Context: an optimization exercise on an open-source flow, tuned for small area and a short achievable clock period. The choices shown serve that exercise and are no tape-out recipe.
Where RTL was checked, it was by simulation tests only, not by an equivalence proof against the original.
Power figures rest on the tool's default switching activity, not on a simulated workload.

==> flow/design.v <==
module kernel_rom (
    input [1:0] kernel_size,
    input [5:0] addr,
    output [4:0] wcode
);
    localparam [4:0] W0  = 5'b00000,
                     WP1 = 5'b00001, WN1 = 5'b01001,
                     WP2 = 5'b00010, WN2 = 5'b01010,
                     WP4 = 5'b00100, WN4 = 5'b01100,
                     WP3 = 5'b10001, WP6 = 5'b10010;
    reg [4:0] w0, w1;
    always @(*) begin
        case (addr)  
            0, 6: w0 = WP1;
            1, 7: w0 = W0;
            2, 8: w0 = WN1;
            3, 5: w0 = WP2;
            4: w0 = W0;
            default: w0 = WN2;
        endcase
        case (addr)  
            0, 4, 20, 24: w1 = WP1;
            1, 3, 21, 23: w1 = WP2;
            2, 22: w1 = WP4;
            5, 15: w1 = WP3;
            10, 14: w1 = WP6;
            6, 18: w1 = WN1;
            7, 17: w1 = WN2;
            8, 16: w1 = WN4;
            default: w1 = W0;
        endcase
    end
    wire [4:0] w2 = addr[0] ? WN1 : WP1;  
    assign wcode = kernel_size == 2'd0 ? w0 :
                   kernel_size == 2'd1 ? w1 :
                   kernel_size == 2'd2 ? w2 : W0;
endmodule
module pe (
    input [15:0] acc,
    input [10:0] term,
    input dbl,
    input neg,
    output [15:0] sum,
    output c6,
    output c11
);
    wire sgn = term[10];
    wire [10:0] a = acc[10:0];
    wire [10:0] b = term;
    wire [10:0] c = dbl ? {term[9:0], 1'b0} : 11'd0;
    wire [10:0] s = a ^ b ^ c;
    wire [10:0] k = (a & b) | (a & c) | (b & c);
    wire [11:0] y = {k, neg};
    assign {c6, sum[5:0]} = {1'b0, s[5:0]} + {1'b0, y[5:0]};
    assign {c11, sum[10:6]} = {1'b0, s[10:6]} + {1'b0, y[10:6]};
    wire [4:0] hi0 = acc[15:11] - {3'b000, dbl & sgn, sgn & ~dbl};
    wire [4:0] hi1 = acc[15:11] + {{4{sgn & dbl}}, ~sgn | dbl};
    assign sum[15:11] = k[10] ? hi1 : hi0;
endmodule
module resolve (
    input [15:0] x,
    input c6,
    input c11,
    output [15:0] s
);
    wire [4:0] m = x[10:6];
    wire [4:0] cm;
    assign cm[0] = c6;
    genvar i;
    generate
        for (i = 1; i < 5; i = i + 1) begin : mc
            assign cm[i] = c6 & (&m[i-1:0]);
        end
    endgenerate
    wire mo = c6 & (&m);
    wire [4:0] h = x[15:11];
    wire both = mo & c11;
    wire one = mo ^ c11;
    wire [4:0] t1;
    assign t1[0] = one;
    generate
        for (i = 1; i < 5; i = i + 1) begin : hc
            assign t1[i] = one & (&h[i-1:0]);
        end
    endgenerate
    wire [4:0] h1 = h ^ t1;
    wire [4:0] t2;
    assign t2[0] = 1'b0;
    assign t2[1] = both;
    generate
        for (i = 2; i < 5; i = i + 1) begin : hd
            assign t2[i] = both & (&h1[i-1:1]);
        end
    endgenerate
    assign s = {h1 ^ t2, m ^ cm, x[5:0]};
endmodule
module systolic_array (
    input clk,
    input reset,
    input [1:0] kernel_size,
    input [7:0] pixel_in,
    output [1:0] level
);
    reg [5:0] index;
    reg run_q, live_q, wrp_q;
    reg [1:0] lvl_q;
    reg [9:0] term_q;
    reg neg_q, dbl_q;
    reg [15:0] ps_q;
    reg ps_c6, ps_c11;
    reg signed [15:0] ps_d;
    wire [4:0] wcode;
    kernel_rom kr (.kernel_size(kernel_size), .addr(index), .wcode(wcode));
    wire run = (kernel_size == 2'b00 && index < 9) ||
               (kernel_size == 2'b01 && index < 25) ||
               (kernel_size == 2'b10 && index < 49);
    wire [9:0] px = {{2{pixel_in[7]}}, pixel_in};
    wire [9:0] sh = ({10{wcode[0]}} & px) | ({10{wcode[1]}} & {px[8:0], 1'b0}) |
                    ({10{wcode[2]}} & {px[7:0], 2'b0});
    wire [9:0] term_d = sh ^ {10{wcode[3]}};
    wire [15:0] ps_full;
    resolve rs (.x(ps_q), .c6(ps_c6), .c11(ps_c11), .s(ps_full));
    wire [15:0] partial_sum = run_q ? ps_full : 16'd0;
    wire [15:0] pe_sum;
    wire c6, c11;
    pe pe_inst (.acc(ps_d), .term({term_q[9], term_q}), .dbl(dbl_q), .neg(neg_q),
                .sum(pe_sum), .c6(c6), .c11(c11));
    wire gt200 = ps_d > 16'sd200;
    wire gt500 = ps_d > 16'sd500;
    wire gt1000 = ps_d > 16'sd1000;
    assign level = wrp_q ? {gt500, gt1000 | (gt200 & ~gt500)} : lvl_q;
    always @(posedge clk) begin
        term_q <= term_d;
        neg_q <= wcode[3];
        dbl_q <= wcode[4];
        ps_q <= pe_sum;
        ps_c6 <= c6;
        ps_c11 <= c11;
        ps_d <= partial_sum;
    end
    always @(posedge clk or posedge reset) begin
        if (reset) begin
            index <= 0;
            run_q <= 0;
            live_q <= 0;
            wrp_q <= 0;
            lvl_q <= 0;
        end else begin
            live_q <= 1'b1;
            run_q <= run & live_q;
            wrp_q <= !run;
            lvl_q <= level;
            if (run)
                index <= index + 1;
            else
                index <= 0;
        end
    end
endmodule
module cnn_accelerator (
    input clk,
    input reset,
    input [7:0] pixel_in,
    input [1:0] kernel_size,
    output reg detected
);
    wire [1:0] lvl;
    systolic_array sa (
        .clk(clk),
        .reset(reset),
        .kernel_size(kernel_size),
        .pixel_in(pixel_in),
        .level(lvl)
    );
    always @(posedge clk or posedge reset) begin
        if (reset)
            detected <= 0;
        else begin
            case (kernel_size)
                2'b00: detected <= |lvl;
                2'b01: detected <= lvl[1];
                2'b10: detected <= &lvl;
                default: detected <= 0;
            endcase
        end
    end
endmodule
Settings: LEC_CHECK=0, ABC_CLOCK_PERIOD_IN_PS=2200, CAP_MARGIN=20, CORE_MARGIN=2, CORE_UTILIZATION=65, CTS_BUF_LIST=sky130_fd_sc_hd__clkbuf_4, SETUP_SLACK_MARGIN=3.8, SLEW_MARGIN=20; clock period 6.0 ns.
run.sh (not shown) runs the stock make flow with config.mk's settings and CLKGATE_MAP_FILE= SYNTH_SCRIPT=/design/flow/synth_recipe.tcl, a recipe that flattens the netlist after the stock synthesis.
Rerun with:
--- a/flow/design.v
+++ b/flow/design.v
@@ -54,7 +54,6 @@
     assign {c6, sum[5:0]} = {1'b0, s[5:0]} + {1'b0, y[5:0]};
     assign {c11, sum[10:6]} = {1'b0, s[10:6]} + {1'b0, y[10:6]};
-    wire [4:0] hi0 = acc[15:11] - {3'b000, dbl & sgn, sgn & ~dbl};
-    wire [4:0] hi1 = acc[15:11] + {{4{sgn & dbl}}, ~sgn | dbl};
-    assign sum[15:11] = k[10] ? hi1 : hi0;
+    wire [2:0] d = {2'b00, k[10]} - {2'b00, sgn} - {2'b00, dbl & sgn};
+    assign sum[15:11] = acc[15:11] + {{2{d[2]}}, d};
 endmodule
 module resolve (
Effect:
- sequential share of layout area increases by 1.5 points
- design area decreases by a few percent
- global-route usage increases by 0.22 points
- power decreases by roughly a tenth
- setup slack is better by 26 ps
- die area decreases by a few percent
- wire length decreases by a few percent
For the first run of this note, only the layout was checked, not whether the RTL still works.

==> port drivers added, routing unchanged <==
Ports are ideal in the flow. The routed layouts listed here were re-timed in OpenROAD.
Step 1 (the two cells are an assumption about what drives the block):
set clk [get_ports {clk}]
set_driving_cell -lib_cell sky130_fd_sc_hd__clkbuf_16 $clk
set_driving_cell -lib_cell sky130_fd_sc_hd__buf_2 [delete_from_list [all_inputs] $clk]
Step 2 times the ports against the registers' clock, not the clock port: input delays grow and output delays shrink by t, the midpoint of the rising clock arrivals with the driver on.
Slacks: no drivers / after step 1 / after step 2; pairs: no drivers / after step 1.
run	t, ns	setup slack, ns	latest minus earliest clock arrival (ns)
the first run	0.423	3.818 / 3.807 / 3.384	0.011 / 0.010
the second run	0.423	3.844 / 3.840 / 3.417	0.007 / 0.007
After both steps every run listed still meets setup and hold. For the first run, which loses most, drivers alone change the setup slack by -0.011 ns; drivers and shift together by -0.434 ns.
